From an optimization exercise on the open Yosys and OpenROAD flow, aimed at small area; shortcuts taken in it are not production practice.
In this exercise RTL edits were held to simulation tests only and were not proved equivalent to the original.
Power is estimated from default activity; no workload was simulated.

## flow/design.v (module list and top-level ports; edited modules follow where they fit)
// module PROCESSOR: 3921 lines
// module c_a222oi: 3 lines
// module c_a22oi: 3 lines
// module c_a22os: 3 lines
// module c_and2: 3 lines
// module c_and2s: 3 lines
// module c_and3s: 3 lines
// module c_fa: 4 lines
// module c_inv4: 3 lines
// module c_mux2s: 3 lines
// module c_mux4: 3 lines
// module c_nand2: 3 lines
// module c_nand3: 3 lines
// module c_nand4: 3 lines
// module c_nor3: 3 lines
// module c_nor3s: 3 lines
// module c_or2: 3 lines
// module c_xnor2: 3 lines
// module c_xor2: 3 lines
module PROCESSOR(input reset, clk, input [31:0] instr, output [31:0] pc,
                 output zero_flag, output [31:0] Write_data);
  // ...
==> flow/flow/run.sh <==
#!/bin/bash
# The standard layout flow with these changes:
# - synthesis: the design's c_<gate> leaf modules are mapped one-to-one onto the library cells
#   of the same function (flow/map_cells.tcl, run as ORFS's SYNTH_CANONICALIZE_TCL hook)
#   instead of being flattened and re-mapped by ABC;
# - placement: the buffer put on every input and output port is buf_1 instead of the
#   buffer_ports default;
# - clock tree: larger sink clusters driven by clkbuf_8/clkbuf_16, and no dummy loads.
set -euo pipefail
bash standard.sh SYNTH_CANONICALIZE_TCL="$PWD/flow/map_cells.tcl" \
  BUFFER_PORTS_ARGS="-buffer_cell sky130_fd_sc_hd__buf_1" \
  CTS_ARGS="-sink_clustering_enable -repair_clock_nets -buf_list {sky130_fd_sc_hd__clkbuf_8 sky130_fd_sc_hd__clkbuf_16} -sink_clustering_size 28 -sink_clustering_max_diameter 100 -dont_use_dummy_load" \
  finish > standard_flow.log 2>&1
==> flow/flow/map_cells.tcl <==
# Map the design's c_<gate> leaf modules one-to-one onto the sky130_fd_sc_hd cells of the same
# function and pin names, so that synthesis keeps them as they are.
foreach {c lib} {
  a222oi a222oi_1  a22oi a22oi_1  a21oi a21oi_1  o21ai o21ai_0
  or2 or2_0  and2 and2_1  and3 and3_1  and2s and2_4  and3s and3_4  nor3s nor3_2  mux2s mux2_4  inv2 inv_2  inv4 inv_4  a22os a22o_2  nand2 nand2_1  nand3 nand3_1  nand4 nand4_1  nor2 nor2_1  nor3 nor3_1  nor4 nor4_1
  inv inv_1  xor2 xor2_1  xnor2 xnor2_1  mux2 mux2_1  mux2i mux2i_1  mux4 mux4_2
  fa fa_1  ha ha_1
} {
  yosys chtype -map c_$c sky130_fd_sc_hd__$lib
}
yosys hierarchy -top $::env(DESIGN_NAME)
==> flow/standard.sh <==
#!/bin/bash
# synth_recipe.tcl (not shown) runs the flow's synth.tcl, then flattens the netlist and writes it again
# the make line also repeats each setting of config.mk as NAME=value (left out here)
make -C /OpenROAD-flow-scripts/flow DESIGN_CONFIG=/design/flow/config.mk WORK_HOME=/design/flow/orfs CLKGATE_MAP_FILE= SYNTH_SCRIPT=/design/flow/synth_recipe.tcl "${@:-finish}"
==> flow/config.mk <==
export PLATFORM = sky130hd
export DESIGN_NAME = PROCESSOR
export DESIGN_NICKNAME = PROCESSOR
export VERILOG_FILES = /design/flow/design.v
export SDC_FILE = /design/flow/constraint.sdc
export NUM_CORES = 8
export LEC_CHECK = 0
export CAP_MARGIN = 20
export CORE_MARGIN = 2
export CORE_UTILIZATION = 45
export SETUP_SLACK_MARGIN = 0.2
export SLEW_MARGIN = 20
==> flow/constraint.sdc <==
create_clock -name core_clock -period 21.0 [get_ports {clk}]
set_input_delay 4.2000 -clock core_clock [delete_from_list [all_inputs] [get_ports {clk}]]
set_output_delay 4.2000 -clock core_clock [all_outputs]
set_load 0.01 [all_outputs]
==> impl_metrics.toml, run 1 <==
[status]
status = "no timing/DRC/antenna violations"

[setup_path]
cpMostUsedCell = "fa_1"
rr_worst_depth = 35
arrival_ns = 16.03
cp-end-kind = "output port"
crit_type = "primary input to output port"

[final_layout]
design.seq.count = 1093
num-nets-final = 3984
diodes = 4
layout.cells.non_filler = 5356
final_cell_mix = "1024 x edfxtp_1, 933 x a222oi_1, 207 x fa_1"

[grt]
grt_max_degree = 36
grt_pass1_vias = 41190
grt_use_total_pct = 34.63
gr-usage-met3_pct = 9.931
grt_first_pass_wirelength_mm = 314.5
grt_overflow_total = 0
antenna_found_initial = 18
grt_util_met2_pct = 52.66

[floorplanning]
die_area_um2 = 126700
core_area_um2 = 123300

[cts]
cts_setup_buffers = 0
cts_tree = "yes"
path_clk_slew_ns = 0.10

[detailed_routing]
dr.first_iter.drc_count = 12310
drt-pass1-iter-count = 23
met2RoutedLength_mm = 99.20
maxUsedRoutingLayer = "met5"
drtAntennaViolNets = 0

[pwr]
total_power_w = 0.004405

[timing]
hold_viol = 0
setup_violations = 0
slew_headroom_pct = 23.04

[synth]
synth_edf_count = 1024
seq_area_frac_synth_pct = 57.97

[job]
max-cap-violations = 0
==> run 2, diff against run 1 <==
--- a/flow/config.mk
+++ b/flow/config.mk
@@ -8,5 +8,5 @@
 export CAP_MARGIN = 20
 export CORE_MARGIN = 2
-export CORE_UTILIZATION = 45
+export CORE_UTILIZATION = 40
 export SETUP_SLACK_MARGIN = 0.2
 export SLEW_MARGIN = 20
==> impl_metrics.toml, run 2 <==
[setup_path]
cp-end-kind = "output port"
max_stage_delay_ns = 1.04
arrival_ns = 15.98
crit_type = "primary input to output port"
critical-path-top-delay-family = "simple AND/OR/NAND/NOR gates"
cpMostUsedCell = "fa_1"
crit_buf_inv = 4
critPathSlowestCell = "o31ai_4"
required_ns = 16.80
worstSetupStartpointType = "primary input"
path_max_fanout = 27

[status]
status = "no timing/DRC/antenna violations"

[cts]
cts_tree = "yes"
clock_latency_ns = 0.68
clock-root-buffer = "clkbuf_16"
cts_setup_buffers = 0
clock_path_buffers = 3
cts_hold_buf = 0
htree_levels = 2
ctsResizeCount = 0
numCtsBuffers = 46
numClockSinks = 1093
path_clk_slew_ns = 0.10

[grt]
antenna_found_initial = 14
grt_pass1_vias = 41460
grt_max_degree = 36
grt_use_total_pct = 31.02
grt_overflow_total = 0
grt_first_pass_wirelength_mm = 316.5

[pwr]
power_density_nw_per_um2 = 73.94
leakage_nw = 17.81
irDropWorstVdd_v = 0.00006543

[floorplanning]
initial_utilization_pct = 40.45
die_w_um = 377.3
die_area_um2 = 142400
core_area_um2 = 137800
die_h_um = 377.3
fp-row-count = 136
top_level_ports = 99

[timing]
slew_headroom_pct = 21.25
setup_ws_ns = 0.8242
clock.fmax_mhz = 49.56
setup_violations = 0
finalCritPeriodShare_pct = 96.08
finalSetupTns_ns = 0
fin_crit_ns = 20.18
drv_slew = 0
fin_skew_ns = 0.1060
hold_viol = 0
rsz0062_at_grt = "false"
holdWs_ns = 0.5038
tightest_slew_ns = 1.175

[final_layout]
final_common_cell = "edfxtp_1"
layout.cells.non_filler = 5541
areaGrowthSynthToFinish_pct = 7.483
num-nets-final = 4009
final_cell_mix = "1024 x edfxtp_1, 933 x a222oi_1, 207 x fa_1"
postLayoutCoreUtil_pct = 43.47
drive_gt1_share_pct = 12.22

[synth]
synth_area_um2 = 55750
synth_edf_count = 1024
ys_types = 88
seq_area_frac_synth_pct = 57.97
yosys-top-cells-area = "edfxtp_1 55%, a222oi_1 17%, fa_1 7.4%, mux4_2 1.7%, dfrtp_1 1.7%"
yosys-top-cells-count = "1024 x edfxtp_1, 933 x a222oi_1, 207 x fa_1, 146 x nand4_1, 105 x inv_1"
ys_seq_elements = 1093
avgSynthCellArea_um2 = 15.57
yosysMostFrequentCell = "edfxtp_1"
synth_top_area_share_pct = 55.16
async_flop_share_pct = 3.385
synth_cells = 3581
yosysWarnings = 1
synth_ff_type = "edfxtp_1"
yosysTopAreaCell = "edfxtp_1"

[detailed_routing]
routed_wl_mm = 228.5
drcViolationCount = 0
num_vias = 43380
viasPerCell = 7.829
drt-pass1-iter-count = 22
dr.first_iter.drc_count = 11940
drtAntennaViolNets = 0
wl_per_cell_um = 41.23

[place]
dp_slack_ns = 1.138
io_buffers = 71
place_congestion = 0.9954
dp.cells = 5487
dp_hpwl_mm = 141.9

[job]
max-cap-violations = 0

[min_path]
hp-class = "flop to flop"
run 2: cell types whose count changed in the layout (fill, tap and decap cells not counted), sizes merged:
cell,delta
buf,+24
diode,+3
clkbuf,+1
run 2: metrics by stage:
stage | area (um^2) | total power (W)
6_report | 59920 | 0.004430
5_1_grt | 59910 | 0.004523
4_1_cts | 59850 | 0.004397
3_5_place_dp | 58700 | 0.003397
3_3_place_gp | 58700 | 0.003393
2_1_floorplan | 55850 | 0.003025
run 2: worst paths after layout:
path                           start   endpoint  slack [ns]  cells after the start
setup / recovery           instr[20]  zero_flag        0.82                     34
hold / removal                pcq[4]     pcq[3]        0.50                      1
setup reg to reg           valid[15]     q22[0]        8.95                     35
hold reg to reg               pcq[4]     pcq[3]        0.50                      1
max in group asynchronous      reset  valid[19]       16.32                      4
min in group asynchronous      reset   valid[5]        3.86                      3
run 2: cells by family after synthesis:
group | count (synthesis) | synth area share [%]
AOI/OAI and AO/OA | 1150 | 19.69
and+or+nand+nor | 738 | 8.547
other | 1 | 0.006727
xor gates and xnor gates | 97 | 1.524
DFF | 1093 | 57.97
adders and majority gates | 233 | 8.017
buffers and inverters | 191 | 1.614
muxes | 78 | 2.633
run 2: power by group:
part	switching (W)	internal, W	total [W]
sequential	0.0000359	0.00256	0.00260
combinational	0.000626	0.000164	0.000791
clock	0.000649	0.000395	0.00104
total	0.00131	0.00312	0.00443
run 2: per-layer routing:
| metal | vias to the layer above | global-route usage [%] | wire [um] | part of all wire [%] |
|---|---|---|---|---|
| met5 | - | 0 | 79 | 0.035 |
| met4 | 12 | 18.75 | 17390 | 7.6 |
| met3 | 704 | 9.319 | 32780 | 14 |
| met2 | 3877 | 46.69 | 98920 | 43 |
| met1 | 21900 | 39.38 | 79310 | 35 |
| li1 | 16890 | - | - | - |
run 2: worst register-to-register path, delay by kind of cell, from the launching register on:
family,cells,cell delay [ns]
buffers and inverters,3,0.74
DFF,1,0.49
and+or+nand+nor,7,1.45
muxes,2,0.95
xor gates and xnor gates,2,0.37
AOI/OAI and AO/OA,15,4.89
adders and majority gates,6,2.89
run 2: cell type report:
cell class	instances	area, um^2
fillers	12360	77910
flip-flops and latches	1093	32320
multi-input cells	2323	22780
well taps	1794	2245
clock buffers	46	1151
repair buffers	141	813.3
inverters	137	594.3
diodes	7	17.52
==> run 3, diff against run 2 <==
--- a/flow/flow/run.sh
+++ b/flow/flow/run.sh
@@ -4,4 +4,5 @@
 #   of the same function (flow/map_cells.tcl, run as ORFS's SYNTH_CANONICALIZE_TCL hook)
 #   instead of being flattened and re-mapped by ABC;
+# - floorplan: the constant outputs share one tie cell (SKIP_REPAIR_TIE_FANOUT);
 # - placement: the buffer put on every input and output port is buf_1 instead of the
 #   buffer_ports default;
@@ -9,4 +10,5 @@
 set -euo pipefail
 bash standard.sh SYNTH_CANONICALIZE_TCL="$PWD/flow/map_cells.tcl" \
+  SKIP_REPAIR_TIE_FANOUT=1 \
   BUFFER_PORTS_ARGS="-buffer_cell sky130_fd_sc_hd__buf_1" \
   CTS_ARGS="-sink_clustering_enable -repair_clock_nets -buf_list {sky130_fd_sc_hd__clkbuf_8 sky130_fd_sc_hd__clkbuf_16} -sink_clustering_size 28 -sink_clustering_max_diameter 100 -dont_use_dummy_load" \
--- a/flow/config.mk
+++ b/flow/config.mk
@@ -8,5 +8,5 @@
 export CAP_MARGIN = 20
 export CORE_MARGIN = 2
-export CORE_UTILIZATION = 40
+export CORE_UTILIZATION = 45
 export SETUP_SLACK_MARGIN = 0.2
 export SLEW_MARGIN = 20
==> impl_metrics.toml, run 3 <==
[status]
status = "no timing/DRC/antenna violations"

[setup_path]
crit_buf_inv = 5
required_ns = 16.80
critPathSlowestCell = "nor3_2"
arrival_ns = 15.77
cp-end-kind = "output port"
path_max_fanout = 32
crit_type = "primary input to output port"
worstSetupStartpointType = "primary input"
critical-path-top-delay-family = "simple AND/OR/NAND/NOR gates"
max_stage_delay_ns = 0.92

[detailed_routing]
drt-pass1-iter-count = 20
dr.first_iter.drc_count = 12050
drcViolationCount = 0
wl_per_cell_um = 42.01
viasPerCell = 8.144
drtAntennaViolNets = 0
num_vias = 43530
routed_wl_mm = 224.5

[synth]
yosysMostFrequentCell = "edfxtp_1"
async_flop_share_pct = 3.385
synth_cells = 3581
synth_top_area_share_pct = 55.16
synth_edf_count = 1024
yosys-top-cells-count = "1024 x edfxtp_1, 933 x a222oi_1, 207 x fa_1, 146 x nand4_1, 105 x inv_1"
synth_area_um2 = 55750
ys_types = 88
yosysWarnings = 1
avgSynthCellArea_um2 = 15.57
yosys-top-cells-area = "edfxtp_1 55%, a222oi_1 17%, fa_1 7.4%, mux4_2 1.7%, dfrtp_1 1.7%"
seq_area_frac_synth_pct = 57.97
yosysTopAreaCell = "edfxtp_1"
synth_ff_type = "edfxtp_1"
ys_seq_elements = 1093

[timing]
holdWs_ns = 0.5103
setup_ws_ns = 1.031
setup_violations = 0
hold_viol = 0
fin_skew_ns = 0.1205
drv_slew = 0
rsz0062_at_grt = "false"
finalCritPeriodShare_pct = 95.09
slew_headroom_pct = 17.04
tightest_slew_ns = 1.231
clock.fmax_mhz = 50.08
fin_crit_ns = 19.97
finalSetupTns_ns = 0

[final_layout]
ff_latch_area_um2 = 32320
nFillCells = 10580
areaGrowthSynthToFinish_pct = 6.695
multiInputGateArea_um2 = 22650
num-nets-final = 3969
final_cell_mix = "1024 x edfxtp_1, 933 x a222oi_1, 207 x fa_1"
drive_gt1_share_pct = 11.84
final_common_cell = "edfxtp_1"

[cts]
clock_latency_ns = 0.67
cts_setup_buffers = 0
cts_hold_buf = 0
htree_levels = 2
cts_tree = "yes"
path_clk_slew_ns = 0.10
numCtsBuffers = 47
clock_path_buffers = 3
clock-root-buffer = "clkbuf_16"
numClockSinks = 1093
ctsResizeCount = 0

[floorplanning]
die_w_um = 356.0
die_area_um2 = 126700
die_h_um = 356.0
fp-row-count = 129
top_level_ports = 99
initial_utilization_pct = 45.21
core_area_um2 = 123300

[grt]
grt_overflow_total = 0
grt_pass1_vias = 40660
grt_max_degree = 35
antenna_found_initial = 12
grt_first_pass_wirelength_mm = 310.7
grt_use_total_pct = 34.28

[pwr]
leakage_nw = 17.64
irDropWorstVdd_v = 0.00006783
power_density_nw_per_um2 = 74.17

[place]
dp_slack_ns = 1.387
place_congestion = 1.008
dp_hpwl_mm = 135.9
io_buffers = 71

[job]
max-cap-violations = 0

[min_path]
hp-class = "flop to flop"
## run 3: cell counts after synthesis
No cell type changed its count.
## run 3: worst paths after layout
| path | from | end | slack, ns | cells after the start |
|---|---|---|---|---|
| min in group asynchronous | reset | pcq[4] | 3.89 | 3 |
| worst min-delay path | pcq[4] | pcq[3] | 0.51 | 1 |
| worst max register to register | valid[11] | q17[27] | 9.43 | 32 |
| worst max-delay path | instr[20] | zero_flag | 1.03 | 37 |
| max in group asynchronous | reset | valid[16] | 16.30 | 4 |
| worst min register to register | pcq[4] | pcq[3] | 0.51 | 1 |
## run 3: through the flow
stage / std cells / instance area, um^2 / utilization, % / power, W
floorplan: 3581 / 55750 / - / 0.003025
global placement: 5289 / 58270 / 47.26 / 0.003370
detailed placement: 5290 / 58280 / 47.27 / 0.003376
CTS: 5337 / 59460 / 48.22 / 0.004383
global route: 5338 / 59460 / 48.22 / 0.004511
finish: 5345 / 59480 / 48.24 / 0.004412
## run 3: where the power goes
group | internal, W | switching (W) | total, W
clock network | 0.000402 | 0.000641 | 0.00104
registers | 0.00256 | 0.0000343 | 0.00259
logic | 0.000163 | 0.000611 | 0.000774
total | 0.00312 | 0.00129 | 0.00441
## run 3: logic make-up after synthesis
group	count (synthesis)	share of synthesized area, %
other	1	0.006727
buffers and inverters	191	1.614
DFF	1093	57.97
adders and majority gates	233	8.017
AOI/OAI and AO/OA	1150	19.69
muxes	78	2.633
and+or+nand+nor	738	8.547
xor gates and xnor gates	97	1.524
## run 3: per-layer routing
metal | vias up | share of wire (%) | global-route usage [%]
met4 | 12 | 7.4 | 20.59
met3 | 723 | 15 | 10.74
met1 | 21870 | 35 | 45.09
met2 | 4109 | 42 | 49.72
met5 | - | 0.036 | 0
li1 | 16820 | - | -
## run 3: layout make-up
type / instances / share of cell area (%)
repair buffers: 126 / 1.140
clock buffers: 47 / 1.977
diodes: 8 / 0.03366
flip-flops and latches: 1093 / 54.33
inverters: 137 / 0.9992
well taps: 1637 / 3.443
multi-input cells: 2297 / 38.08

==> what the ideal ports hide <==
In the flow no input, the clock included, has a driving cell. The finished layouts below were timed again as built, in two steps. Step 1 assumes that a clkbuf_16 drives the clock port and a buf_2 every other input. Step 2, shift: input delay + t, output delay - t, t = (earliest + latest rising clock arrival at the registers) / 2. This alone moves slack from input paths to output paths. Three values: no drivers, after step 1, after step 2; two values: the first two.
run	t, ns	setup slack, ns	latest minus earliest clock arrival (ns)	slew at the worst register clock pin (ns)
run 1	0.696	0.770 / 0.654 / 0.654	0.127 / 0.127	0.12 / 0.12
run 2	0.693	0.824 / 0.704 / 0.704	0.106 / 0.106	0.12 / 0.12
run 3	0.679	1.031 / 0.911 / 0.911	0.121 / 0.120	0.12 / 0.12
After both steps setup and hold are still met in every run listed.
